From an optimization exercise on the open Yosys and OpenROAD flow, aimed at small area; shortcuts taken in it are not production practice.
The RTL was checked by simulation tests, not by an equivalence proof against the original design.
Power and IR drop assume default switching activity.

==> flow/design.v (excerpt) <==
module conv2D_int16(
    input wire  M_AXIS_ACLK,
    input wire  M_AXIS_ARESETN,
    input wire  S_AXIS_ACLK,
    input wire  S_AXIS_ARESETN,
    output wire  M_AXIS_TVALID,
    output wire [15:0] M_AXIS_TDATA,
    output wire [1:0] M_AXIS_TKEEP,
    output wire  M_AXIS_TLAST,
    input wire  M_AXIS_TREADY,
    output wire  S_AXIS_TREADY,
    input wire [15:0] S_AXIS_TDATA,
    input wire [1:0] S_AXIS_TKEEP,
    input wire  S_AXIS_TLAST,
    input wire  S_AXIS_TVALID
    );
export LEC_CHECK = 0
export CAP_MARGIN = 20
export CORE_MARGIN = 2
export CORE_UTILIZATION = 45
export CTS_BUF_LIST = sky130_fd_sc_hd__clkbuf_8
export CTS_CLUSTER_DIAMETER = 60
export CTS_CLUSTER_SIZE = 14
export GPL_TIMING_DRIVEN = 1
export PLACE_DENSITY = 0.6
export SLEW_MARGIN = 20
export SYNTH_HIERARCHICAL = 1
export SYNTH_MINIMUM_KEEP_SIZE = 0
create_clock -name core_clock -period 16.0 [get_ports {S_AXIS_ACLK}]
standard.sh (not shown) runs the stock make flow with config.mk's settings and CLKGATE_MAP_FILE= SYNTH_SCRIPT=/design/flow/synth_recipe.tcl, a recipe that flattens the netlist after the stock synthesis.
==> flow/flow/run.sh <==
#!/bin/bash
set -euo pipefail
here=$(pwd)
bash standard.sh \
  "POST_FLOORPLAN_TCL=$here/flow/downsize.tcl" \
  "BUFFER_PORTS_ARGS=-buffer_cell sky130_fd_sc_hd__buf_1" \
  "CTS_ARGS=-sink_clustering_enable -repair_clock_nets -sink_clustering_size 8 -sink_clustering_max_diameter 40 -buf_list sky130_fd_sc_hd__clkbuf_4 -dont_use_dummy_load" \
  finish > standard.log 2>&1
Other scripts of this flow, unchanged in this note and not shown: flow/flow/downsize.tcl
Change:
==> flow/flow/run.sh (replaced) <==
#!/bin/bash
set -euo pipefail
here=$(pwd)
bash standard.sh \
  "POST_FLOORPLAN_TCL=$here/flow/downsize.tcl" \
  "BUFFER_PORTS_ARGS=-buffer_cell sky130_fd_sc_hd__buf_1" \
  "CTS_ARGS=-sink_clustering_enable -repair_clock_nets -sink_clustering_size 16 -sink_clustering_max_diameter 100 -buf_list sky130_fd_sc_hd__clkbuf_8 -dont_use_dummy_load" \
  finish > standard.log 2>&1
Via count fell by about 0.9%.
Total power decreases by 2.2%.
Sequential share of layout area climbs by 0.18 points.
Global-route usage went down by 0.51 points.
Combinational power is about the same.
Cell area shrinks by 0.51%.
Change:
==> flow/flow/run.sh (replaced) <==
#!/bin/bash
set -euo pipefail
here=$(pwd)
bash standard.sh \
  "POST_FLOORPLAN_TCL=$here/flow/downsize.tcl" \
  "BUFFER_PORTS_ARGS=-buffer_cell sky130_fd_sc_hd__buf_1" \
  "CTS_ARGS=-sink_clustering_enable -repair_clock_nets -sink_clustering_size 12 -sink_clustering_max_diameter 100 -buf_list sky130_fd_sc_hd__clkbuf_8 -dont_use_dummy_load" \
  finish > standard.log 2>&1
What happened: The changed run completed with no timing, DRC or antenna violations. Synthesized cell count stays the same. Area after synthesis is unchanged. Routed wire length is about the same. Clock power came out higher by 8.2%.


Another version of the RTL of conv2D_int16 (not shown whole).
For scale: ~1300 cells after synthesis, roughly 220 flip-flops, about 46 I/O pins, roughly 17000 um^2 of cells after synthesis.
clock: 16.0 ns
lec_check: 0
cap_margin: 20
core_margin: 2
core_utilization: 45
cts_buf_list: sky130_fd_sc_hd__clkbuf_8
cts_cluster_diameter: 60
cts_cluster_size: 14
gpl_timing_driven: 1
place_density: 0.6
slew_margin: 20
synth_hierarchical: 1
synth_minimum_keep_size: 0
==> flow/flow/run.sh <==
#!/bin/bash
set -euo pipefail
bash standard.sh \
  "BUFFER_PORTS_ARGS=-buffer_cell sky130_fd_sc_hd__buf_1" \
  "CTS_ARGS=-sink_clustering_enable -repair_clock_nets -sink_clustering_size 10 -sink_clustering_max_diameter 50 -buf_list sky130_fd_sc_hd__clkbuf_4 -dont_use_dummy_load" \
  finish > standard.log 2>&1
Change:
==> flow/flow/run.sh (replaced) <==
#!/bin/bash
set -euo pipefail
bash standard.sh \
  "BUFFER_PORTS_ARGS=-buffer_cell sky130_fd_sc_hd__buf_1" \
  "CTS_ARGS=-sink_clustering_enable -repair_clock_nets -sink_clustering_size 14 -sink_clustering_max_diameter 60 -buf_list sky130_fd_sc_hd__clkbuf_8 -dont_use_dummy_load" \
  "RECOVER_POWER=100" \
  finish > standard.log 2>&1
Outcome: With this change the flow finished with max-capacitance violations, max-slew violations left. Non-clock buffer count is unchanged. Total power came out higher by about 0.7%. Global-route usage came out lower by 0.24 points. Count of clock-buffer cells in the layout falls by 10. Cell count decreases by 0.68%. Die area is unchanged. Critical path depth does not change.
Change:
--- a/flow/flow/run.sh
+++ b/flow/flow/run.sh
@@ -5,3 +5,2 @@
   "CTS_ARGS=-sink_clustering_enable -repair_clock_nets -sink_clustering_size 14 -sink_clustering_max_diameter 60 -buf_list sky130_fd_sc_hd__clkbuf_8 -dont_use_dummy_load" \
-  "RECOVER_POWER=100" \
   finish > standard.log 2>&1
Effect: The changed run ran to the end with no violations. Via count came out lower by 0.36%. Sequential cell count is unchanged. Global-route usage stays the same. Sequential share of layout area came out lower by 0.36 points. Critical path depth stays the same. Synthesized cell count is unchanged. Wire length came out lower by 0.53%.
Change:
CORE_UTILIZATION = 65   (was 45)
PLACE_DENSITY = 0.8   (was 0.6)
Effect: Worst setup slack is worse by 0.11 ns. Wire length came out lower by 6.0%. Worst hold slack is better by 0.018 ns. Sequential power is about the same. Cell count came out lower by 7.8%. Register-to-register slack is about the same. Clock-buffer cell count came out lower by 1. Final area came out lower by 1.0%. Fmax came out lower by 0.90%. Area after synthesis does not change. Clock skew came out lower by 0.044 ns.


build 22:
conv2D_int16, a different RTL version from the one above (not shown whole).
For scale: roughly 1300 cells after synthesis, roughly 220 flip-flops.
## conv2D_int16
module conv2D_int16(
    input wire  M_AXIS_ACLK,
    input wire  M_AXIS_ARESETN,
    input wire  S_AXIS_ACLK,
    input wire  S_AXIS_ARESETN,
    output wire  M_AXIS_TVALID,
    output wire [15:0] M_AXIS_TDATA,
    output wire [1:0] M_AXIS_TKEEP,
    output wire  M_AXIS_TLAST,
    input wire  M_AXIS_TREADY,
    output wire  S_AXIS_TREADY,
    input wire [15:0] S_AXIS_TDATA,
    input wire [1:0] S_AXIS_TKEEP,
    input wire  S_AXIS_TLAST,
    input wire  S_AXIS_TVALID
    );
clock: 16.0 ns
lec_check: 0
cap_margin: 20
core_margin: 2
core_utilization: 45
cts_buf_list: sky130_fd_sc_hd__clkbuf_4
cts_cluster_size: 30
gpl_timing_driven: 1
place_density: 0.6
slew_margin: 20
synth_hierarchical: 1
synth_minimum_keep_size: 0
run.sh (not shown) runs the stock make flow with config.mk's settings and CLKGATE_MAP_FILE= SYNTH_SCRIPT=/design/flow/synth_recipe.tcl, a recipe that flattens the netlist after the stock synthesis.
Stock flow here: none of the scripts above is used.
What build 96 does differently from build 22 at the input level:
==> flow/flow/run.sh (new file) <==
#!/bin/bash
set -euo pipefail
bash standard.sh "BUFFER_PORTS_ARGS=-buffer_cell sky130_fd_sc_hd__buf_1" finish > standard.log 2>&1
==> flow/standard.sh (new file) <==
#!/bin/bash
# synth_recipe.tcl (not shown) runs the flow's synth.tcl, then flattens the netlist and writes it again
# the make line also repeats each setting of config.mk as NAME=value (left out here)
make -C /OpenROAD-flow-scripts/flow DESIGN_CONFIG=/design/flow/config.mk WORK_HOME=/design/flow/orfs CLKGATE_MAP_FILE= SYNTH_SCRIPT=/design/flow/synth_recipe.tcl "${@:-finish}"
-- flow/config.mk --
<<< build 22, line 9
export CORE_MARGIN = 2
export CORE_UTILIZATION = 45
export CTS_BUF_LIST = sky130_fd_sc_hd__clkbuf_4
export CTS_CLUSTER_SIZE = 30
export GPL_TIMING_DRIVEN = 1
export PLACE_DENSITY = 0.6
export SLEW_MARGIN = 20
>>> build 96, line 9
export CORE_MARGIN = 2
export CORE_UTILIZATION = 65
export CTS_BUF_LIST = sky130_fd_sc_hd__clkbuf_8
export CTS_CLUSTER_DIAMETER = 60
export CTS_CLUSTER_SIZE = 14
export GPL_TIMING_DRIVEN = 1
export PLACE_DENSITY = 0.8
export SLEW_MARGIN = 20
removed: flow/run.sh
Notes after the runs:
The final reports for build 96 and build 22 show global-route wire length before repair lower in the former.
Per the comparison of build 96 with build 22, leakage power decreased by 5.8% relative to the old numbers; total power of the final layout lost 180 uW; critical path depth now sits at about the same level.
For build 2, these inputs were changed with respect to build 96:
==> flow/run.sh (new file) <==
#!/bin/bash
# synth_recipe.tcl (not shown) runs the flow's synth.tcl, then flattens the netlist and writes it again
# the make line also repeats each setting of config.mk as NAME=value (left out here)
make -C /OpenROAD-flow-scripts/flow DESIGN_CONFIG=/design/flow/config.mk WORK_HOME=/design/flow/orfs CLKGATE_MAP_FILE= SYNTH_SCRIPT=/design/flow/synth_recipe.tcl finish
-- flow/config.mk --
<<< build 96, line 9
export CORE_MARGIN = 2
export CORE_UTILIZATION = 65
export CTS_BUF_LIST = sky130_fd_sc_hd__clkbuf_8
export CTS_CLUSTER_DIAMETER = 60
export CTS_CLUSTER_SIZE = 14
export GPL_TIMING_DRIVEN = 1
export PLACE_DENSITY = 0.8
export SLEW_MARGIN = 20
>>> build 2, line 9
export CORE_MARGIN = 2
export CORE_UTILIZATION = 45
export PLACE_DENSITY = 0.6
export SLEW_MARGIN = 20
removed: flow/flow/run.sh
removed: flow/standard.sh
Notes after the runs:
- Run comparison: build 2 launch point of the worst path M_AXIS_TREADY; build 96 launch point of the worst path S_AXIS_TVALID
- The clock buffer instance count of the final layout in build 2 is 1.3 times that in build 96.
- Comparing build 2 and build 96, the lower via count is on build 2.
- Across both runs, part of the power in combinational logic was lower for build 2 than for build 96.
- Master of the slowest instance on the critical path = and4b_1: build 96; master of the slowest instance on the critical path = clkdlybuf4s50_1: build 2
- Compared with build 96, total clock network power in build 2 increased by more than half.
- In build 2, the final hold slack came out 0.0047 ns above the value in build 96.
- Fraction of synthesis flops using an asynchronous set or reset pin: build 2 vs build 96 identical
- Summary of build 2 over build 96: fraction of the core area covered by cells at the end of the flow -19 points; total design power up about 14%; layout-stage area growth over the synthesis result up 5.1 points; clock period minus worst slack saw an increase.
The inputs of build 48 differ from those of build 2 as listed below.
==> flow/flow/run.sh (new file) <==
#!/bin/bash
set -euo pipefail
bash standard.sh \
  "BUFFER_PORTS_ARGS=-buffer_cell sky130_fd_sc_hd__buf_1" \
  "CTS_ARGS=-sink_clustering_enable -repair_clock_nets -sink_clustering_size 14 -sink_clustering_max_diameter 60 -buf_list sky130_fd_sc_hd__clkbuf_8 -dont_use_dummy_load" \
  finish > standard.log 2>&1
==> flow/standard.sh (new file) <==
#!/bin/bash
# synth_recipe.tcl (not shown) runs the flow's synth.tcl, then flattens the netlist and writes it again
# the make line also repeats each setting of config.mk as NAME=value (left out here)
make -C /OpenROAD-flow-scripts/flow DESIGN_CONFIG=/design/flow/config.mk WORK_HOME=/design/flow/orfs CLKGATE_MAP_FILE= SYNTH_SCRIPT=/design/flow/synth_recipe.tcl "${@:-finish}"
-- flow/config.mk --
<<< build 2, line 10
export CORE_UTILIZATION = 45
export PLACE_DENSITY = 0.6
>>> build 48, line 10
export CORE_UTILIZATION = 45
export CTS_BUF_LIST = sky130_fd_sc_hd__clkbuf_8
export CTS_CLUSTER_DIAMETER = 60
export CTS_CLUSTER_SIZE = 14
export GPL_TIMING_DRIVEN = 1
export PLACE_DENSITY = 0.6
removed: flow/run.sh
## What came out
- Diff build 48 and build 2: sequential share of layout area lower in build 2
- Relative to build 2, the time the final worst path needs with I/O delays and setup of build 48 is lower by 0.13 ns.
- Compared to build 2, build 48 shows a wider setup margin.
- When build 48 is measured against build 2, its design area turns out 4.5% lower.
- Against build 2 as the reference, build 48 delivers a lower number of instances in the placed design.
- Build 2 → build 48: final cell count went down, total power went down, sequential power barely changed.

==> static timing again, ports no longer ideal <==
Ports are ideal in the flow. The routed layouts listed here were re-timed in OpenROAD.
Step 1, drivers: a clkbuf_16 drives S_AXIS_ACLK and a buf_2 each remaining input, both assumed.
Step 2 moves the port delays by t, midway between the first and last clock arrival at a register: inputs arrive t later, outputs are due t later. That takes back most of the time a late clock gives input paths.
a / b / c = ideal / step 1 / step 2; a / b = the first two.
run | shift t [ns] | setup WS [ns] | worst hold slack (ns)
the first run of note 1 | 0.774 | 3.828 / 3.851 / 3.077 | 0.385 / 0.385 / 0.385
the second run of note 1 | 0.553 | 3.609 / 3.634 / 3.080 | 0.401 / 0.401 / 0.401
the third run of note 1 | 0.604 | 3.679 / 3.705 / 3.101 | 0.406 / 0.406 / 0.406
the first run of note 2 | 0.735 | 4.055 / 4.081 / 3.346 | 0.412 / 0.412 / 0.412
the second run of note 2 | 0.625 | 2.772 / 2.798 / 2.173 | 0.395 / 0.395 / 0.395
the third run of note 2 | 0.627 | 3.948 / 3.977 / 3.350 | 0.394 / 0.394 / 0.394
the fourth run of note 2 | 0.603 | 3.839 / 3.863 / 3.259 | 0.413 / 0.413 / 0.413
build 22 | 0.785 | 3.692 / 3.712 / 2.927 | 0.428 / 0.428 / 0.428
build 96 | 0.593 | 3.578 / 3.600 / 3.007 | 0.435 / 0.435 / 0.435
build 2 | 0.592 | 3.502 / 3.530 / 2.938 | 0.439 / 0.439 / 0.439
build 48 | 0.627 | 3.630 / 3.656 / 3.028 | 0.415 / 0.415 / 0.415
The setup slack of build 22, which loses most, moves by +0.020 ns with the drivers and by -0.765 ns with both steps.
